What follows belongs to an exercise in optimizing a design on an open flow for small area, a short achievable clock period and few clock cycles; a production flow would make more cautious choices. At most, simulation tests tie the RTL to the original design; equivalence was not proved. For run 2, only the layout was checked, not whether the RTL still works.

==> flow/design.v, too long to show whole: its modules and the start of the top module <==
// module goldschmidt_divider_q4_4: 693 lines
module goldschmidt_divider_q4_4 (
    input  wire       clk,
    input  wire       rst_n,
    input  wire       start,
    input  wire [7:0] numerator,
    input  wire [7:0] denominator,
    output wire [7:0] quotient,
    output reg        valid,
    output reg        error
);
  // ...
==> flow/flow/run.sh <==
#!/bin/bash
# The standard layout (the standard.sh: ORFS synthesis to the final
# layout, unchanged), with two settings changed: timing repair may swap a cell
# for one of another footprint (sky130hd's platform config restricts repair to
# same-footprint sizes), and the buffer put on every input and output port is
# a buf_2 rather than the resizer's default pick. The whole ORFS run's output
# goes to standard.log.
set -euo pipefail
bash standard.sh MATCH_CELL_FOOTPRINT=0 'BUFFER_PORTS_ARGS=-buffer_cell sky130_fd_sc_hd__buf_2' finish > standard.log 2>&1
==> flow/standard.sh <==
#!/bin/bash
# synth_recipe.tcl (not shown) runs the flow's synth.tcl, then flattens the netlist and writes it again
# the make line also repeats each setting of config.mk as NAME=value (left out here)
make -C /OpenROAD-flow-scripts/flow DESIGN_CONFIG=/design/flow/config.mk WORK_HOME=/design/flow/orfs CLKGATE_MAP_FILE= SYNTH_SCRIPT=/design/flow/synth_recipe.tcl "${@:-finish}"
==> flow/config.mk <==
export PLATFORM = sky130hd
export DESIGN_NAME = goldschmidt_divider_q4_4
export DESIGN_NICKNAME = goldschmidt_divider_q4_4
export VERILOG_FILES = /design/flow/design.v
export SDC_FILE = /design/flow/constraint.sdc
export NUM_CORES = 4
export LEC_CHECK = 0
export ABC_AREA = 1
export CAP_MARGIN = 20
export CORE_MARGIN = 2
export CORE_UTILIZATION = 40
export SETUP_SLACK_MARGIN = 1.5
export SLEW_MARGIN = 20
==> flow/constraint.sdc <==
create_clock -name core_clock -period 8.0 [get_ports {clk}]
set_input_delay 1.6000 -clock core_clock [delete_from_list [all_inputs] [get_ports {clk}]]
set_output_delay 1.6000 -clock core_clock [all_outputs]
set_load 0.01 [all_outputs]
==> impl_metrics.json, run 1 <==
{
  "outcome": "no timing/DRC/antenna violations",
  "fin_cells": 1619,
  "tightest_slew_ps": 929,
  "htreeDepth": 3,
  "worstPathMaxFanout": 5,
  "wl_met1_um": 11600,
  "wl_per_cell_um": 15.3,
  "vias": 8795,
  "regMostFlops": "k3",
  "multi_input_comb_cells": 965,
  "cts_setup_buffers": 0,
  "dominant-cell-class": "multi-input combinational cells",
  "multi_input_area_share_pct": 65.2,
  "r2r_slack_ps": 1830,
  "die_height_um": 154,
  "grt_pass1_wl_um": 41000,
  "portBuffers": 28,
  "seq-cell-share_pct": 16.6,
  "crit_type": "flop to output port",
  "crit_arrival_ps": 4750,
  "slew_violations": 0,
  "fin_crit_ps": 6350,
  "synthAdderAreaFrac_pct": 17.5,
  "hold_buffers": 0,
  "stdcell_area_sq_mm": 0.0101,
  "ys_top_cells_by_count": "nand2_1, inv_1, nor2_1",
  "pre_cts_slack_ps": 1570,
  "hp-start": "sgna$_DFF_P_",
  "r2r-end": "n3lo[5]$_DFF_P_",
  "critPathMaxStageDelay_ps": 390,
  "crit_top_cell": "nand2_1",
  "grt_max_degree": 23,
  "multiInputGateArea_sq_mm": 0.00658
}
Testbench counts, summed over its fixed seeds: cycles 32,000.
==> inputs of run 2 (changes only) <==
--- a/flow/design.v
+++ b/flow/design.v
@@ -518,17 +518,157 @@
     assign m1_29 = bs0 ^ (bs1 ^ ((bm1[3] & k3[14]) | (bm1[4] & k1[12]))) ^ ((bm2[1] & k1[11]) | (bm2[2] & k1[10]));
     assign m1_30 = (bs0 & (bs1 ^ ((bm1[3] & k3[14]) | (bm1[4] & k1[12])))) | (bs0 & ((bm2[1] & k1[11]) | (bm2[2] & k1[10]))) | ((bs1 ^ ((bm1[3] & k3[14]) | (bm1[4] & k1[12]))) & ((bm2[1] & k1[11]) | (bm2[2] & k1[10])));
     assign m1_31 = ~bs0 ^ ~bs1 ^ ((bm2[1] & k1[12]) | (bm2[2] & k1[11]));
     assign m1_32 = (~bs0 & ~bs1) | (~bs0 & ((bm2[1] & k1[12]) | (bm2[2] & k1[11]))) | (~bs1 & ((bm2[1] & k1[12]) | (bm2[2] & k1[11])));
     assign m1_33 = 1'b1 ^ ((bm2[2] & k1[12]));
     assign m1_34 = 1'b1 & ((bm2[2] & k1[12]));
     wire [19:0] x_a = {m1_33, m1_31, m1_29, m1_27, m1_25, m1_23, m1_21, m1_19, m1_17, m1_15, m1_13, m1_11, m1_9, m1_7, m1_5, m1_3, m1_1, (bs0 ^ ((bm0[1] & k1[2]) | (bm0[2] & k1[1]) | (bm0[3] & k3[2]) | (bm0[4] & k1[0]))), (bs0 ^ ((bm0[1] & k1[1]) | (bm0[2] & k1[0]) | (bm0[3] & k3[1]))), bs0};
     wire [19:0] x_b = {m1_32, m1_30, m1_28, m1_26, m1_24, m1_22, m1_20, m1_18, m1_16, m1_14, m1_12, m1_10, m1_8, m1_6, m1_4, m1_2, (bs1 ^ ((bm1[1] & k1[0]) | (bm1[3] & k3[0]))), 1'b0, 1'b0, (bs0 ^ ((bm0[1] & k1[0]) | (bm0[3] & k3[0])))};
-    wire [19:0] x  = x_a + x_b;
+    wire ax_g0_0 = x_a[0] & x_b[0];
+    wire ax_p0_0 = x_a[0] ^ x_b[0];
+    wire ax_g0_1 = x_a[1] & x_b[1];
+    wire ax_p0_1 = x_a[1] ^ x_b[1];
+    wire ax_g0_2 = x_a[2] & x_b[2];
+    wire ax_p0_2 = x_a[2] ^ x_b[2];
+    wire ax_g0_3 = x_a[3] & x_b[3];
+    wire ax_p0_3 = x_a[3] ^ x_b[3];
+    wire ax_g0_4 = x_a[4] & x_b[4];
+    wire ax_p0_4 = x_a[4] ^ x_b[4];
+    wire ax_g0_5 = x_a[5] & x_b[5];
+    wire ax_p0_5 = x_a[5] ^ x_b[5];
+    wire ax_g0_6 = x_a[6] & x_b[6];
+    wire ax_p0_6 = x_a[6] ^ x_b[6];
+    wire ax_g0_7 = x_a[7] & x_b[7];
+    wire ax_p0_7 = x_a[7] ^ x_b[7];
+    wire ax_g0_8 = x_a[8] & x_b[8];
+    wire ax_p0_8 = x_a[8] ^ x_b[8];
+    wire ax_g0_9 = x_a[9] & x_b[9];
+    wire ax_p0_9 = x_a[9] ^ x_b[9];
+    wire ax_g0_10 = x_a[10] & x_b[10];
+    wire ax_p0_10 = x_a[10] ^ x_b[10];
+    wire ax_g0_11 = x_a[11] & x_b[11];
+    wire ax_p0_11 = x_a[11] ^ x_b[11];
+    wire ax_g0_12 = x_a[12] & x_b[12];
+    wire ax_p0_12 = x_a[12] ^ x_b[12];
+    wire ax_g0_13 = x_a[13] & x_b[13];
+    wire ax_p0_13 = x_a[13] ^ x_b[13];
+    wire ax_g0_14 = x_a[14] & x_b[14];
+    wire ax_p0_14 = x_a[14] ^ x_b[14];
+    wire ax_g0_15 = x_a[15] & x_b[15];
+    wire ax_p0_15 = x_a[15] ^ x_b[15];
+    wire ax_g0_16 = x_a[16] & x_b[16];
+    wire ax_p0_16 = x_a[16] ^ x_b[16];
+    wire ax_g0_17 = x_a[17] & x_b[17];
+    wire ax_p0_17 = x_a[17] ^ x_b[17];
+    wire ax_g0_18 = x_a[18] & x_b[18];
+    wire ax_p0_18 = x_a[18] ^ x_b[18];
+    wire ax_g0_19 = x_a[19] & x_b[19];
+    wire ax_p0_19 = x_a[19] ^ x_b[19];
+    wire ax_g1_1 = ax_g0_1 | (ax_p0_1 & ax_g0_0);
+    wire ax_p1_1 = ax_p0_1 & ax_p0_0;
+    wire ax_g1_3 = ax_g0_3 | (ax_p0_3 & ax_g0_2);
+    wire ax_p1_3 = ax_p0_3 & ax_p0_2;
+    wire ax_g1_5 = ax_g0_5 | (ax_p0_5 & ax_g0_4);
+    wire ax_p1_5 = ax_p0_5 & ax_p0_4;
+    wire ax_g1_7 = ax_g0_7 | (ax_p0_7 & ax_g0_6);
+    wire ax_p1_7 = ax_p0_7 & ax_p0_6;
+    wire ax_g1_9 = ax_g0_9 | (ax_p0_9 & ax_g0_8);
+    wire ax_p1_9 = ax_p0_9 & ax_p0_8;
+    wire ax_g1_11 = ax_g0_11 | (ax_p0_11 & ax_g0_10);
+    wire ax_p1_11 = ax_p0_11 & ax_p0_10;
+    wire ax_g1_13 = ax_g0_13 | (ax_p0_13 & ax_g0_12);
+    wire ax_p1_13 = ax_p0_13 & ax_p0_12;
+    wire ax_g1_15 = ax_g0_15 | (ax_p0_15 & ax_g0_14);
+    wire ax_p1_15 = ax_p0_15 & ax_p0_14;
+    wire ax_g1_17 = ax_g0_17 | (ax_p0_17 & ax_g0_16);
+    wire ax_p1_17 = ax_p0_17 & ax_p0_16;
+    wire ax_g1_19 = ax_g0_19 | (ax_p0_19 & ax_g0_18);
+    wire ax_p1_19 = ax_p0_19 & ax_p0_18;
+    wire ax_g2_2 = ax_g0_2 | (ax_p0_2 & ax_g1_1);
+    wire ax_p2_2 = ax_p0_2 & ax_p1_1;
+    wire ax_g2_3 = ax_g1_3 | (ax_p1_3 & ax_g1_1);
+    wire ax_p2_3 = ax_p1_3 & ax_p1_1;
+    wire ax_g2_6 = ax_g0_6 | (ax_p0_6 & ax_g1_5);
+    wire ax_p2_6 = ax_p0_6 & ax_p1_5;
+    wire ax_g2_7 = ax_g1_7 | (ax_p1_7 & ax_g1_5);
+    wire ax_p2_7 = ax_p1_7 & ax_p1_5;
+    wire ax_g2_10 = ax_g0_10 | (ax_p0_10 & ax_g1_9);
+    wire ax_p2_10 = ax_p0_10 & ax_p1_9;
+    wire ax_g2_11 = ax_g1_11 | (ax_p1_11 & ax_g1_9);
+    wire ax_p2_11 = ax_p1_11 & ax_p1_9;
+    wire ax_g2_14 = ax_g0_14 | (ax_p0_14 & ax_g1_13);
+    wire ax_p2_14 = ax_p0_14 & ax_p1_13;
+    wire ax_g2_15 = ax_g1_15 | (ax_p1_15 & ax_g1_13);
+    wire ax_p2_15 = ax_p1_15 & ax_p1_13;
+    wire ax_g2_18 = ax_g0_18 | (ax_p0_18 & ax_g1_17);
+    wire ax_p2_18 = ax_p0_18 & ax_p1_17;
+    wire ax_g2_19 = ax_g1_19 | (ax_p1_19 & ax_g1_17);
+    wire ax_p2_19 = ax_p1_19 & ax_p1_17;
+    wire ax_g3_4 = ax_g0_4 | (ax_p0_4 & ax_g2_3);
+    wire ax_p3_4 = ax_p0_4 & ax_p2_3;
+    wire ax_g3_5 = ax_g1_5 | (ax_p1_5 & ax_g2_3);
+    wire ax_p3_5 = ax_p1_5 & ax_p2_3;
+    wire ax_g3_6 = ax_g2_6 | (ax_p2_6 & ax_g2_3);
+    wire ax_p3_6 = ax_p2_6 & ax_p2_3;
+    wire ax_g3_7 = ax_g2_7 | (ax_p2_7 & ax_g2_3);
+    wire ax_p3_7 = ax_p2_7 & ax_p2_3;
+    wire ax_g3_12 = ax_g0_12 | (ax_p0_12 & ax_g2_11);
+    wire ax_p3_12 = ax_p0_12 & ax_p2_11;
+    wire ax_g3_13 = ax_g1_13 | (ax_p1_13 & ax_g2_11);
+    wire ax_p3_13 = ax_p1_13 & ax_p2_11;
+    wire ax_g3_14 = ax_g2_14 | (ax_p2_14 & ax_g2_11);
+    wire ax_p3_14 = ax_p2_14 & ax_p2_11;
+    wire ax_g3_15 = ax_g2_15 | (ax_p2_15 & ax_g2_11);
+    wire ax_p3_15 = ax_p2_15 & ax_p2_11;
+    wire ax_g4_8 = ax_g0_8 | (ax_p0_8 & ax_g3_7);
+    wire ax_p4_8 = ax_p0_8 & ax_p3_7;
+    wire ax_g4_9 = ax_g1_9 | (ax_p1_9 & ax_g3_7);
+    wire ax_p4_9 = ax_p1_9 & ax_p3_7;
+    wire ax_g4_10 = ax_g2_10 | (ax_p2_10 & ax_g3_7);
+    wire ax_p4_10 = ax_p2_10 & ax_p3_7;
+    wire ax_g4_11 = ax_g2_11 | (ax_p2_11 & ax_g3_7);
+    wire ax_p4_11 = ax_p2_11 & ax_p3_7;
+    wire ax_g4_12 = ax_g3_12 | (ax_p3_12 & ax_g3_7);
+    wire ax_p4_12 = ax_p3_12 & ax_p3_7;
+    wire ax_g4_13 = ax_g3_13 | (ax_p3_13 & ax_g3_7);
+    wire ax_p4_13 = ax_p3_13 & ax_p3_7;
+    wire ax_g4_14 = ax_g3_14 | (ax_p3_14 & ax_g3_7);
+    wire ax_p4_14 = ax_p3_14 & ax_p3_7;
+    wire ax_g4_15 = ax_g3_15 | (ax_p3_15 & ax_g3_7);
+    wire ax_p4_15 = ax_p3_15 & ax_p3_7;
+    wire ax_g5_16 = ax_g0_16 | (ax_p0_16 & ax_g4_15);
+    wire ax_p5_16 = ax_p0_16 & ax_p4_15;
+    wire ax_g5_17 = ax_g1_17 | (ax_p1_17 & ax_g4_15);
+    wire ax_p5_17 = ax_p1_17 & ax_p4_15;
+    wire ax_g5_18 = ax_g2_18 | (ax_p2_18 & ax_g4_15);
+    wire ax_p5_18 = ax_p2_18 & ax_p4_15;
+    wire ax_g5_19 = ax_g2_19 | (ax_p2_19 & ax_g4_15);
+    wire ax_p5_19 = ax_p2_19 & ax_p4_15;
+    wire ax_s0 = ax_p0_0;
+    wire ax_s1 = ax_p0_1 ^ ax_g0_0;
+    wire ax_s2 = ax_p0_2 ^ ax_g1_1;
+    wire ax_s3 = ax_p0_3 ^ ax_g2_2;
+    wire ax_s4 = ax_p0_4 ^ ax_g2_3;
+    wire ax_s5 = ax_p0_5 ^ ax_g3_4;
+    wire ax_s6 = ax_p0_6 ^ ax_g3_5;
+    wire ax_s7 = ax_p0_7 ^ ax_g3_6;
+    wire ax_s8 = ax_p0_8 ^ ax_g3_7;
+    wire ax_s9 = ax_p0_9 ^ ax_g4_8;
+    wire ax_s10 = ax_p0_10 ^ ax_g4_9;
+    wire ax_s11 = ax_p0_11 ^ ax_g4_10;
+    wire ax_s12 = ax_p0_12 ^ ax_g4_11;
+    wire ax_s13 = ax_p0_13 ^ ax_g4_12;
+    wire ax_s14 = ax_p0_14 ^ ax_g4_13;
+    wire ax_s15 = ax_p0_15 ^ ax_g4_14;
+    wire ax_s16 = ax_p0_16 ^ ax_g4_15;
+    wire ax_s17 = ax_p0_17 ^ ax_g5_16;
+    wire ax_s18 = ax_p0_18 ^ ax_g5_17;
+    wire ax_s19 = ax_p0_19 ^ ax_g5_18;
+    wire [19:0] x = {ax_s19, ax_s18, ax_s17, ax_s16, ax_s15, ax_s14, ax_s13, ax_s12, ax_s11, ax_s10, ax_s9, ax_s8, ax_s7, ax_s6, ax_s5, ax_s4, ax_s3, ax_s2, ax_s1, ax_s0};
     wire [11:0] n2 = x[19:8];
     wire [1:0] s3 = ({2{cls == 3'd1}} & 2'd1) |
         ({2{cls == 3'd2}} & 2'd2) |
         ({2{cls == 3'd3}} & 2'd2) |
         ({2{cls == 3'd4}} & 2'd2) |
         ({2{cls == 3'd5}} & 2'd2) |
         ({2{cls == 3'd6}} & 2'd2) |
         ({2{cls == 3'd7}} & 2'd2);
@@ -658,36 +798,291 @@
     assign m2_49 = n2[9] ^ c2[17] ^ m2_18;
     assign m2_50 = (n2[9] & c2[17]) | (n2[9] & m2_18) | (c2[17] & m2_18);
     assign m2_51 = n2[10] ^ c2[18];
     assign m2_52 = n2[10] & c2[18];
     assign m2_53 = n2[11] ^ c2[19];
     assign m2_54 = n2[11] & c2[19];
     wire [19:0] y_a = {m2_53, m2_51, m2_49, m2_47, m2_45, m2_43, m2_41, m2_39, m2_37, m2_35, m2_33, m2_31, m2_29, m2_27, m2_25, m2_23, m2_21, m2_19, (es_0 ^ ((e1_0 & n2[1]) | (e2_0 & n2[0]))), c2[0]};
     wire [19:0] y_b = {m2_52, m2_50, m2_48, m2_46, m2_44, m2_42, m2_40, m2_38, m2_36, m2_34, m2_32, m2_30, m2_28, m2_26, m2_24, m2_22, m2_20, (es_1 ^ ((e1_1 & n2[0]))), 1'b0, (es_0 ^ ((e1_0 & n2[0])))};
-    wire [14:0] ylo = {1'b0, y_a[13:0]} + {1'b0, y_b[13:0]};
+    wire ay_g0_0 = y_a[0] & y_b[0];
+    wire ay_p0_0 = y_a[0] ^ y_b[0];
+    wire ay_g0_1 = y_a[1] & y_b[1];
+    wire ay_p0_1 = y_a[1] ^ y_b[1];
+    wire ay_g0_2 = y_a[2] & y_b[2];
+    wire ay_p0_2 = y_a[2] ^ y_b[2];
+    wire ay_g0_3 = y_a[3] & y_b[3];
+    wire ay_p0_3 = y_a[3] ^ y_b[3];
+    wire ay_g0_4 = y_a[4] & y_b[4];
+    wire ay_p0_4 = y_a[4] ^ y_b[4];
+    wire ay_g0_5 = y_a[5] & y_b[5];
+    wire ay_p0_5 = y_a[5] ^ y_b[5];
+    wire ay_g0_6 = y_a[6] & y_b[6];
+    wire ay_p0_6 = y_a[6] ^ y_b[6];
+    wire ay_g0_7 = y_a[7] & y_b[7];
+    wire ay_p0_7 = y_a[7] ^ y_b[7];
+    wire ay_g0_8 = y_a[8] & y_b[8];
+    wire ay_p0_8 = y_a[8] ^ y_b[8];
+    wire ay_g0_9 = y_a[9] & y_b[9];
+    wire ay_p0_9 = y_a[9] ^ y_b[9];
+    wire ay_g0_10 = y_a[10] & y_b[10];
+    wire ay_p0_10 = y_a[10] ^ y_b[10];
+    wire ay_g0_11 = y_a[11] & y_b[11];
+    wire ay_p0_11 = y_a[11] ^ y_b[11];
+    wire ay_g0_12 = y_a[12] & y_b[12];
+    wire ay_p0_12 = y_a[12] ^ y_b[12];
+    wire ay_g0_13 = y_a[13] & y_b[13];
+    wire ay_p0_13 = y_a[13] ^ y_b[13];
+    wire ay_g1_1 = ay_g0_1 | (ay_p0_1 & ay_g0_0);
+    wire ay_p1_1 = ay_p0_1 & ay_p0_0;
+    wire ay_g1_3 = ay_g0_3 | (ay_p0_3 & ay_g0_2);
+    wire ay_p1_3 = ay_p0_3 & ay_p0_2;
+    wire ay_g1_5 = ay_g0_5 | (ay_p0_5 & ay_g0_4);
+    wire ay_p1_5 = ay_p0_5 & ay_p0_4;
+    wire ay_g1_7 = ay_g0_7 | (ay_p0_7 & ay_g0_6);
+    wire ay_p1_7 = ay_p0_7 & ay_p0_6;
+    wire ay_g1_9 = ay_g0_9 | (ay_p0_9 & ay_g0_8);
+    wire ay_p1_9 = ay_p0_9 & ay_p0_8;
+    wire ay_g1_11 = ay_g0_11 | (ay_p0_11 & ay_g0_10);
+    wire ay_p1_11 = ay_p0_11 & ay_p0_10;
+    wire ay_g1_13 = ay_g0_13 | (ay_p0_13 & ay_g0_12);
+    wire ay_p1_13 = ay_p0_13 & ay_p0_12;
+    wire ay_g2_2 = ay_g0_2 | (ay_p0_2 & ay_g1_1);
+    wire ay_p2_2 = ay_p0_2 & ay_p1_1;
+    wire ay_g2_3 = ay_g1_3 | (ay_p1_3 & ay_g1_1);
+    wire ay_p2_3 = ay_p1_3 & ay_p1_1;
+    wire ay_g2_6 = ay_g0_6 | (ay_p0_6 & ay_g1_5);
+    wire ay_p2_6 = ay_p0_6 & ay_p1_5;
+    wire ay_g2_7 = ay_g1_7 | (ay_p1_7 & ay_g1_5);
+    wire ay_p2_7 = ay_p1_7 & ay_p1_5;
+    wire ay_g2_10 = ay_g0_10 | (ay_p0_10 & ay_g1_9);
+    wire ay_p2_10 = ay_p0_10 & ay_p1_9;
+    wire ay_g2_11 = ay_g1_11 | (ay_p1_11 & ay_g1_9);
+    wire ay_p2_11 = ay_p1_11 & ay_p1_9;
+    wire ay_g3_4 = ay_g0_4 | (ay_p0_4 & ay_g2_3);
+    wire ay_p3_4 = ay_p0_4 & ay_p2_3;
+    wire ay_g3_5 = ay_g1_5 | (ay_p1_5 & ay_g2_3);
+    wire ay_p3_5 = ay_p1_5 & ay_p2_3;
+    wire ay_g3_6 = ay_g2_6 | (ay_p2_6 & ay_g2_3);
+    wire ay_p3_6 = ay_p2_6 & ay_p2_3;
+    wire ay_g3_7 = ay_g2_7 | (ay_p2_7 & ay_g2_3);
+    wire ay_p3_7 = ay_p2_7 & ay_p2_3;
+    wire ay_g3_12 = ay_g0_12 | (ay_p0_12 & ay_g2_11);
+    wire ay_p3_12 = ay_p0_12 & ay_p2_11;
+    wire ay_g3_13 = ay_g1_13 | (ay_p1_13 & ay_g2_11);
+    wire ay_p3_13 = ay_p1_13 & ay_p2_11;
+    wire ay_g4_8 = ay_g0_8 | (ay_p0_8 & ay_g3_7);
+    wire ay_p4_8 = ay_p0_8 & ay_p3_7;
+    wire ay_g4_9 = ay_g1_9 | (ay_p1_9 & ay_g3_7);
+    wire ay_p4_9 = ay_p1_9 & ay_p3_7;
+    wire ay_g4_10 = ay_g2_10 | (ay_p2_10 & ay_g3_7);
+    wire ay_p4_10 = ay_p2_10 & ay_p3_7;
+    wire ay_g4_11 = ay_g2_11 | (ay_p2_11 & ay_g3_7);
+    wire ay_p4_11 = ay_p2_11 & ay_p3_7;
+    wire ay_g4_12 = ay_g3_12 | (ay_p3_12 & ay_g3_7);
+    wire ay_p4_12 = ay_p3_12 & ay_p3_7;
+    wire ay_g4_13 = ay_g3_13 | (ay_p3_13 & ay_g3_7);
+    wire ay_p4_13 = ay_p3_13 & ay_p3_7;
+    wire ay_s0 = ay_p0_0;
+    wire ay_s1 = ay_p0_1 ^ ay_g0_0;
+    wire ay_s2 = ay_p0_2 ^ ay_g1_1;
+    wire ay_s3 = ay_p0_3 ^ ay_g2_2;
+    wire ay_s4 = ay_p0_4 ^ ay_g2_3;
+    wire ay_s5 = ay_p0_5 ^ ay_g3_4;
+    wire ay_s6 = ay_p0_6 ^ ay_g3_5;
+    wire ay_s7 = ay_p0_7 ^ ay_g3_6;
+    wire ay_s8 = ay_p0_8 ^ ay_g3_7;
+    wire ay_s9 = ay_p0_9 ^ ay_g4_8;
+    wire ay_s10 = ay_p0_10 ^ ay_g4_9;
+    wire ay_s11 = ay_p0_11 ^ ay_g4_10;
+    wire ay_s12 = ay_p0_12 ^ ay_g4_11;
+    wire ay_s13 = ay_p0_13 ^ ay_g4_12;
+    wire [14:0] ylo = {ay_g4_13, ay_s13, ay_s12, ay_s11, ay_s10, ay_s9, ay_s8, ay_s7, ay_s6, ay_s5, ay_s4, ay_s3, ay_s2, ay_s1, ay_s0};
     reg [5:0]  yha, yhb;
     reg [5:0]  n3lo;
     reg        cy, sg;
     reg [2:0]  pb;
     reg [1:0]  sb;
     always @(posedge clk) begin
         {yha, n3lo} <= usespa ? {3'd0, speca, 1'b0} : {y_a[19:14], ylo[13:8]};
         yhb   <= usespa ? 6'd0 : y_b[19:14];
         cy    <= ~usespa & ylo[14];
         pb    <= usespa ? 3'd0 : pa;
         sb    <= usespa ? 2'd3 : s3;
         sg    <= sgna;
         error <= dza;
     end
-    wire [6:0]  n3c = {yha, 1'b1} + {yhb, cy};    
-    wire [11:0] n3  = {n3c[6:1], n3lo};
+    wire a3_g0_0 = yha[0] & yhb[0];
+    wire a3_p0_0 = yha[0] ^ yhb[0];
+    wire a3_g0_1 = yha[1] & yhb[1];
+    wire a3_p0_1 = yha[1] ^ yhb[1];
+    wire a3_g0_2 = yha[2] & yhb[2];
+    wire a3_p0_2 = yha[2] ^ yhb[2];
+    wire a3_g0_3 = yha[3] & yhb[3];
+    wire a3_p0_3 = yha[3] ^ yhb[3];
+    wire a3_g0_4 = yha[4] & yhb[4];
+    wire a3_p0_4 = yha[4] ^ yhb[4];
+    wire a3_g0_5 = yha[5] & yhb[5];
+    wire a3_p0_5 = yha[5] ^ yhb[5];
+    wire a3_gc = a3_g0_0 | (a3_p0_0 & cy);
+    wire a3_g1_1 = a3_g0_1 | (a3_p0_1 & a3_gc);
+    wire a3_p1_1 = a3_p0_1 & a3_p0_0;
+    wire a3_g1_3 = a3_g0_3 | (a3_p0_3 & a3_g0_2);
+    wire a3_p1_3 = a3_p0_3 & a3_p0_2;
+    wire a3_g1_5 = a3_g0_5 | (a3_p0_5 & a3_g0_4);
+    wire a3_p1_5 = a3_p0_5 & a3_p0_4;
+    wire a3_g2_2 = a3_g0_2 | (a3_p0_2 & a3_g1_1);
+    wire a3_p2_2 = a3_p0_2 & a3_p1_1;
+    wire a3_g2_3 = a3_g1_3 | (a3_p1_3 & a3_g1_1);
+    wire a3_p2_3 = a3_p1_3 & a3_p1_1;
+    wire a3_g3_4 = a3_g0_4 | (a3_p0_4 & a3_g2_3);
+    wire a3_p3_4 = a3_p0_4 & a3_p2_3;
+    wire a3_g3_5 = a3_g1_5 | (a3_p1_5 & a3_g2_3);
+    wire a3_p3_5 = a3_p1_5 & a3_p2_3;
+    wire a3_s0 = a3_p0_0 ^ cy;
+    wire a3_s1 = a3_p0_1 ^ a3_gc;
+    wire a3_s2 = a3_p0_2 ^ a3_g1_1;
+    wire a3_s3 = a3_p0_3 ^ a3_g2_2;
+    wire a3_s4 = a3_p0_4 ^ a3_g2_3;
+    wire a3_s5 = a3_p0_5 ^ a3_g3_4;
+    wire [5:0] n3hi = {a3_s5, a3_s4, a3_s3, a3_s2, a3_s1, a3_s0};
+    wire [11:0] n3  = {n3hi, n3lo};
     wire [5:0]  n3s = (sb == 2'd0) ? n3[11:6] :
                       (sb == 2'd1) ? {1'b0, n3[11:7]} :
                       (sb == 2'd2) ? {2'b0, n3[11:8]} : 6'd0;
-    wire [12:0] n4  = {1'b0, n3} + {7'd0, n3s};
+    wire [11:0] n3s12 = {6'd0, n3s};
+    wire a4_g0_0 = n3[0] & n3s12[0];
+    wire a4_p0_0 = n3[0] ^ n3s12[0];
+    wire a4_g0_1 = n3[1] & n3s12[1];
+    wire a4_p0_1 = n3[1] ^ n3s12[1];
+    wire a4_g0_2 = n3[2] & n3s12[2];
+    wire a4_p0_2 = n3[2] ^ n3s12[2];
+    wire a4_g0_3 = n3[3] & n3s12[3];
+    wire a4_p0_3 = n3[3] ^ n3s12[3];
+    wire a4_g0_4 = n3[4] & n3s12[4];
+    wire a4_p0_4 = n3[4] ^ n3s12[4];
+    wire a4_g0_5 = n3[5] & n3s12[5];
+    wire a4_p0_5 = n3[5] ^ n3s12[5];
+    wire a4_g0_6 = n3[6] & n3s12[6];
+    wire a4_p0_6 = n3[6] ^ n3s12[6];
+    wire a4_g0_7 = n3[7] & n3s12[7];
+    wire a4_p0_7 = n3[7] ^ n3s12[7];
+    wire a4_g0_8 = n3[8] & n3s12[8];
+    wire a4_p0_8 = n3[8] ^ n3s12[8];
+    wire a4_g0_9 = n3[9] & n3s12[9];
+    wire a4_p0_9 = n3[9] ^ n3s12[9];
+    wire a4_g0_10 = n3[10] & n3s12[10];
+    wire a4_p0_10 = n3[10] ^ n3s12[10];
+    wire a4_g0_11 = n3[11] & n3s12[11];
+    wire a4_p0_11 = n3[11] ^ n3s12[11];
+    wire a4_g1_1 = a4_g0_1 | (a4_p0_1 & a4_g0_0);
+    wire a4_p1_1 = a4_p0_1 & a4_p0_0;
+    wire a4_g1_3 = a4_g0_3 | (a4_p0_3 & a4_g0_2);
+    wire a4_p1_3 = a4_p0_3 & a4_p0_2;
+    wire a4_g1_5 = a4_g0_5 | (a4_p0_5 & a4_g0_4);
+    wire a4_p1_5 = a4_p0_5 & a4_p0_4;
+    wire a4_g1_7 = a4_g0_7 | (a4_p0_7 & a4_g0_6);
+    wire a4_p1_7 = a4_p0_7 & a4_p0_6;
+    wire a4_g1_9 = a4_g0_9 | (a4_p0_9 & a4_g0_8);
+    wire a4_p1_9 = a4_p0_9 & a4_p0_8;
+    wire a4_g1_11 = a4_g0_11 | (a4_p0_11 & a4_g0_10);
+    wire a4_p1_11 = a4_p0_11 & a4_p0_10;
+    wire a4_g2_2 = a4_g0_2 | (a4_p0_2 & a4_g1_1);
+    wire a4_p2_2 = a4_p0_2 & a4_p1_1;
+    wire a4_g2_3 = a4_g1_3 | (a4_p1_3 & a4_g1_1);
+    wire a4_p2_3 = a4_p1_3 & a4_p1_1;
+    wire a4_g2_6 = a4_g0_6 | (a4_p0_6 & a4_g1_5);
+    wire a4_p2_6 = a4_p0_6 & a4_p1_5;
+    wire a4_g2_7 = a4_g1_7 | (a4_p1_7 & a4_g1_5);
+    wire a4_p2_7 = a4_p1_7 & a4_p1_5;
+    wire a4_g2_10 = a4_g0_10 | (a4_p0_10 & a4_g1_9);
+    wire a4_p2_10 = a4_p0_10 & a4_p1_9;
+    wire a4_g2_11 = a4_g1_11 | (a4_p1_11 & a4_g1_9);
+    wire a4_p2_11 = a4_p1_11 & a4_p1_9;
+    wire a4_g3_4 = a4_g0_4 | (a4_p0_4 & a4_g2_3);
+    wire a4_p3_4 = a4_p0_4 & a4_p2_3;
+    wire a4_g3_5 = a4_g1_5 | (a4_p1_5 & a4_g2_3);
+    wire a4_p3_5 = a4_p1_5 & a4_p2_3;
+    wire a4_g3_6 = a4_g2_6 | (a4_p2_6 & a4_g2_3);
+    wire a4_p3_6 = a4_p2_6 & a4_p2_3;
+    wire a4_g3_7 = a4_g2_7 | (a4_p2_7 & a4_g2_3);
+    wire a4_p3_7 = a4_p2_7 & a4_p2_3;
+    wire a4_g4_8 = a4_g0_8 | (a4_p0_8 & a4_g3_7);
+    wire a4_p4_8 = a4_p0_8 & a4_p3_7;
+    wire a4_g4_9 = a4_g1_9 | (a4_p1_9 & a4_g3_7);
+    wire a4_p4_9 = a4_p1_9 & a4_p3_7;
+    wire a4_g4_10 = a4_g2_10 | (a4_p2_10 & a4_g3_7);
+    wire a4_p4_10 = a4_p2_10 & a4_p3_7;
+    wire a4_g4_11 = a4_g2_11 | (a4_p2_11 & a4_g3_7);
+    wire a4_p4_11 = a4_p2_11 & a4_p3_7;
+    wire a4_s0 = a4_p0_0;
+    wire a4_s1 = a4_p0_1 ^ a4_g0_0;
+    wire a4_s2 = a4_p0_2 ^ a4_g1_1;
+    wire a4_s3 = a4_p0_3 ^ a4_g2_2;
+    wire a4_s4 = a4_p0_4 ^ a4_g2_3;
+    wire a4_s5 = a4_p0_5 ^ a4_g3_4;
+    wire a4_s6 = a4_p0_6 ^ a4_g3_5;
+    wire a4_s7 = a4_p0_7 ^ a4_g3_6;
+    wire a4_s8 = a4_p0_8 ^ a4_g3_7;
+    wire a4_s9 = a4_p0_9 ^ a4_g4_8;
+    wire a4_s10 = a4_p0_10 ^ a4_g4_9;
+    wire a4_s11 = a4_p0_11 ^ a4_g4_10;
+    wire [12:0] n4 = {a4_g4_11, a4_s11, a4_s10, a4_s9, a4_s8, a4_s7, a4_s6, a4_s5, a4_s4, a4_s3, a4_s2, a4_s1, a4_s0};
     wire [6:0]  ph = 7'd1 << pb;
     wire [8:0]  t = ({9{ph[0]}} & n4[8:0])  | ({9{ph[1]}} & n4[9:1])  |
                     ({9{ph[2]}} & n4[10:2]) | ({9{ph[3]}} & n4[11:3]) |
                     ({9{ph[4]}} & n4[12:4]) | ({9{ph[5]}} & {1'b0, n4[12:5]}) |
                     ({9{ph[6]}} & {2'b0, n4[12:6]});
-    assign quotient = (t[8:1] ^ {8{sg}}) + {7'd0, t[0] ^ sg};
+    wire [7:0]  qx = t[8:1] ^ {8{sg}};
+    wire [7:0]  qz = 8'd0;
+    wire        qc = t[0] ^ sg;
+    wire aq_g0_0 = qx[0] & qz[0];
+    wire aq_p0_0 = qx[0] ^ qz[0];
+    wire aq_g0_1 = qx[1] & qz[1];
+    wire aq_p0_1 = qx[1] ^ qz[1];
+    wire aq_g0_2 = qx[2] & qz[2];
+    wire aq_p0_2 = qx[2] ^ qz[2];
+    wire aq_g0_3 = qx[3] & qz[3];
+    wire aq_p0_3 = qx[3] ^ qz[3];
+    wire aq_g0_4 = qx[4] & qz[4];
+    wire aq_p0_4 = qx[4] ^ qz[4];
+    wire aq_g0_5 = qx[5] & qz[5];
+    wire aq_p0_5 = qx[5] ^ qz[5];
+    wire aq_g0_6 = qx[6] & qz[6];
+    wire aq_p0_6 = qx[6] ^ qz[6];
+    wire aq_g0_7 = qx[7] & qz[7];
+    wire aq_p0_7 = qx[7] ^ qz[7];
+    wire aq_gc = aq_g0_0 | (aq_p0_0 & qc);
+    wire aq_g1_1 = aq_g0_1 | (aq_p0_1 & aq_gc);
+    wire aq_p1_1 = aq_p0_1 & aq_p0_0;
+    wire aq_g1_3 = aq_g0_3 | (aq_p0_3 & aq_g0_2);
+    wire aq_p1_3 = aq_p0_3 & aq_p0_2;
+    wire aq_g1_5 = aq_g0_5 | (aq_p0_5 & aq_g0_4);
+    wire aq_p1_5 = aq_p0_5 & aq_p0_4;
+    wire aq_g1_7 = aq_g0_7 | (aq_p0_7 & aq_g0_6);
+    wire aq_p1_7 = aq_p0_7 & aq_p0_6;
+    wire aq_g2_2 = aq_g0_2 | (aq_p0_2 & aq_g1_1);
+    wire aq_p2_2 = aq_p0_2 & aq_p1_1;
+    wire aq_g2_3 = aq_g1_3 | (aq_p1_3 & aq_g1_1);
+    wire aq_p2_3 = aq_p1_3 & aq_p1_1;
+    wire aq_g2_6 = aq_g0_6 | (aq_p0_6 & aq_g1_5);
+    wire aq_p2_6 = aq_p0_6 & aq_p1_5;
+    wire aq_g2_7 = aq_g1_7 | (aq_p1_7 & aq_g1_5);
+    wire aq_p2_7 = aq_p1_7 & aq_p1_5;
+    wire aq_g3_4 = aq_g0_4 | (aq_p0_4 & aq_g2_3);
+    wire aq_p3_4 = aq_p0_4 & aq_p2_3;
+    wire aq_g3_5 = aq_g1_5 | (aq_p1_5 & aq_g2_3);
+    wire aq_p3_5 = aq_p1_5 & aq_p2_3;
+    wire aq_g3_6 = aq_g2_6 | (aq_p2_6 & aq_g2_3);
+    wire aq_p3_6 = aq_p2_6 & aq_p2_3;
+    wire aq_g3_7 = aq_g2_7 | (aq_p2_7 & aq_g2_3);
+    wire aq_p3_7 = aq_p2_7 & aq_p2_3;
+    wire aq_s0 = aq_p0_0 ^ qc;
+    wire aq_s1 = aq_p0_1 ^ aq_gc;
+    wire aq_s2 = aq_p0_2 ^ aq_g1_1;
+    wire aq_s3 = aq_p0_3 ^ aq_g2_2;
+    wire aq_s4 = aq_p0_4 ^ aq_g2_3;
+    wire aq_s5 = aq_p0_5 ^ aq_g3_4;
+    wire aq_s6 = aq_p0_6 ^ aq_g3_5;
+    wire aq_s7 = aq_p0_7 ^ aq_g3_6;
+    wire [7:0] qs = {aq_s7, aq_s6, aq_s5, aq_s4, aq_s3, aq_s2, aq_s1, aq_s0};
+    assign quotient = qs;
 endmodule
==> flow/flow/run.sh (replaced) <==
#!/bin/bash
set -euo pipefail
bash standard.sh MATCH_CELL_FOOTPRINT=0 'BUFFER_PORTS_ARGS=-buffer_cell sky130_fd_sc_hd__buf_2' finish > standard.log 2>&1
==> impl_metrics.json, run 2 <==
{
  "crit_path_top_delay_cell": "fa_2",
  "diodes": 0,
  "clockBufferDepth": 2,
  "vias": 8388,
  "numCtsBuffers": 9,
  "hold_viol": 0,
  "first_iter_violations": 587,
  "outcome": "no timing/DRC/antenna violations",
  "viasPerCell": 5.45,
  "yosysSeqAreaShare_pct": 19.0,
  "critPathRequiredTime_ps": 6400,
  "crit_type": "flop to output port",
  "ys_seq_elements": 82,
  "regMostFlops": "k3",
  "multiInputGateArea_sq_mm": 0.00636,
  "layout-area-overhead-vs-synth_pct": 14.3,
  "fmax_mhz": 142,
  "die_height_um": 152,
  "cts_root_buffer": "clkbuf_16",
  "start_util_pct": 41.0,
  "first_pass_iters": 5,
  "portBuffers": 28,
  "top_regs": "k3 (15), k1r (11), speca (8)",
  "wl_per_cell_um": 15.8,
  "die_w_um": 152,
  "crit_path_end_kind": "output port",
  "mappedNetlistArea_sq_mm": 0.00871,
  "ys_top_cells_by_count": "inv_1, nand2_1, nor2_1",
  "crit_arrival_ps": 5460,
  "met2_usage_pct": 34.9,
  "async_flop_share_pct": 2.44,
  "mostFrequentLayoutCells": "nand2_1, inv_1, nor2_1",
  "grt_pass1_vias": 7932,
  "critPathMaxStageDelay_ps": 450,
  "startpoint_type": "flop",
  "clock_latency_ps": 350,
  "crit_start": "yhb[0]$_SDFF_PP0_",
  "hpwl_um": 18400,
  "reg2reg_from": "bdg1[1]$_DFF_P_",
  "layout.cells.most_common": "nand2_1",
  "synth_area_leaders": "dfxtp_1, ha_1, fa_1",
  "setup_slack_ps": 939,
  "hold_path_class": "flop to flop",
  "gr-usage-met3_pct": 3.23,
  "yosys_warnings": 1,
  "ant_nets": 0,
  "fin_tns_setup_ps": 0,
  "route.detailed.drc": 0,
  "finalWirelength_um": 24200,
  "hold_buffers": 0,
  "synth.top_cell.area_share_pct": 18.4,
  "max_cap_viol_count": 0,
  "synthCells": 1230,
  "tightest_slew_ps": 1090,
  "crit_top_cell": "xor2_1",
  "met1_usage_pct": 28.4,
  "clock_sinks": 82,
  "drive_above_1_share_pct": 17.4,
  "setup_viol": 0,
  "grt_setup_unrepaired": "true",
  "grt_pass1_wl_um": 39200,
  "slew-limit-headroom_pct": 27.1,
  "synth_fp_nets": 1359,
  "gp_congestion": 0.986,
  "synth_area_leader_cell": "dfxtp_1",
  "grt_max_degree": 27,
  "largest_reg_flops": 15,
  "nNetsFinal": 1387,
  "die_area_sq_mm": 0.0230,
  "n_fill_cell": 2175,
  "antenna_found_initial": 0,
  "row_count": 53,
  "core_area_sq_mm": 0.0212,
  "slew_violations": 0,
  "fin_crit_ps": 7060,
  "grt_overflow": 0,
  "synth_cell_types": 60,
  "hp-start": "sgna$_DFF_P_",
  "grt.total_usage_pct": 21.1,
  "grt_busiest_layer": "met2",
  "synth_edf_count": 0,
  "synth_ff_type": "dfxtp_1",
  "clkTransAtPathRegs_ps": 50,
  "clock_skew_ps": 15.1,
  "syn_avg_cell_area_sq_um": 7.08,
  "pre_cts_slack_ps": 1010,
  "cts_tree": "built",
  "period_share_pct": 88.3,
  "worstPathMaxFanout": 4,
  "io-pin-count": 29,
  "regArea_sq_mm": 0.00168,
  "htreeDepth": 3
}
-- run 2: worst paths after layout --
path	endpoint	slack, ps	cells past startpoint
worst max-delay path	quotient[7]	940	29
worst min-delay path	sg$_DFF_P_	330	0
worst max register to register	n3lo[5]$_DFF_P_	1810	34
worst min register to register	sg$_DFF_P_	330	0
max in group asynchronous	busy$_DFF_PN0_	6880	1
min in group asynchronous	valid$_DFF_PN0_	1020	1
-- run 2: critical path: cells and delay by family, from the launching register on --
kind	cells	cell delay, ps
AO/OA/AOI/OAI	7	950
XOR/XNOR	4	840
adder cells (fa/ha/maj)	7	2060
buffers and inverters	5	460
flip-flops	1	340
AND/OR/NAND/NOR	6	480
-- run 2: cell type report --
cell class,count,area share [%]
inverter,230,8.85
clock inverter,4,0.528
multi-input combinational,877,63.9
clock buffer,12,2.38
timing repair buffer,56,3.83
tap,275,3.46
sequential,82,16.9
timing repair inverter,2,0.151
-- run 2: metrics by stage --
step                hold slack [ps]  util (%)  instance area, sq um  instances
finish                          326      46.9                  9950       1538
global route                    335      46.9                  9950       1538
CTS                             328      44.8                  9500       1519
detailed placement              315      42.3                  8980       1494
global placement                311      42.3                  8980       1494
floorplan                       310         -                  8720       1230
-- run 2: repair_timing --
action	in CTS	in global routing
gates resized for setup	50	77
buffers inserted	8	18
endpoints found under the setup margin	12	17
pin swaps	22	38
cloned	1	1
-- run 2: cells by family (layout without fill, tap and decap cells) --
group / after synthesis / count (layout) / synth area share (%)
DFF: 82 / 82 / 19.0
buffers and inverters: 271 / 304 / 12.8
AOI/OAI and AO/OA: 243 / 243 / 17.9
xor gates and xnor gates: 79 / 79 / 8.03
adders and majority gates: 110 / 110 / 19.4
muxes: 1 / 1 / 0.115
and+or+nand+nor: 444 / 444 / 22.8
-- run 2: metal layers --
layer	wire, um	vias to the layer above	share of wire, %
li1	-	4130	-
met3	1430	45	5.9
met2	11300	307	47
met5	0	-	0
met1	10900	3906	45
met4	564	0	2.3

==> re-timing with driven ports <==
How much do the figures lean on ideal ports? The routed layouts below were timed once more, with nothing changed but the port constraints. Step 1, drivers: a clkbuf_16 drives clk and a buf_2 each remaining input, both assumed. Step 2 times the ports against the registers' clock, not the clock port: input delays grow and output delays shrink by t, the midpoint of the rising clock arrivals with the driver on. Three values: no drivers, after step 1, after step 2; two values: the first two.
run	shift t [ns]	setup slack, ns	worst setup path after step 2	pins driven straight from the clock port
run 1	0.382	1.647 / 1.606 / 1.828	register to register	1
run 2	0.383	0.939 / 0.894 / 1.277	register to output	1
After both steps every run listed still meets setup and hold.
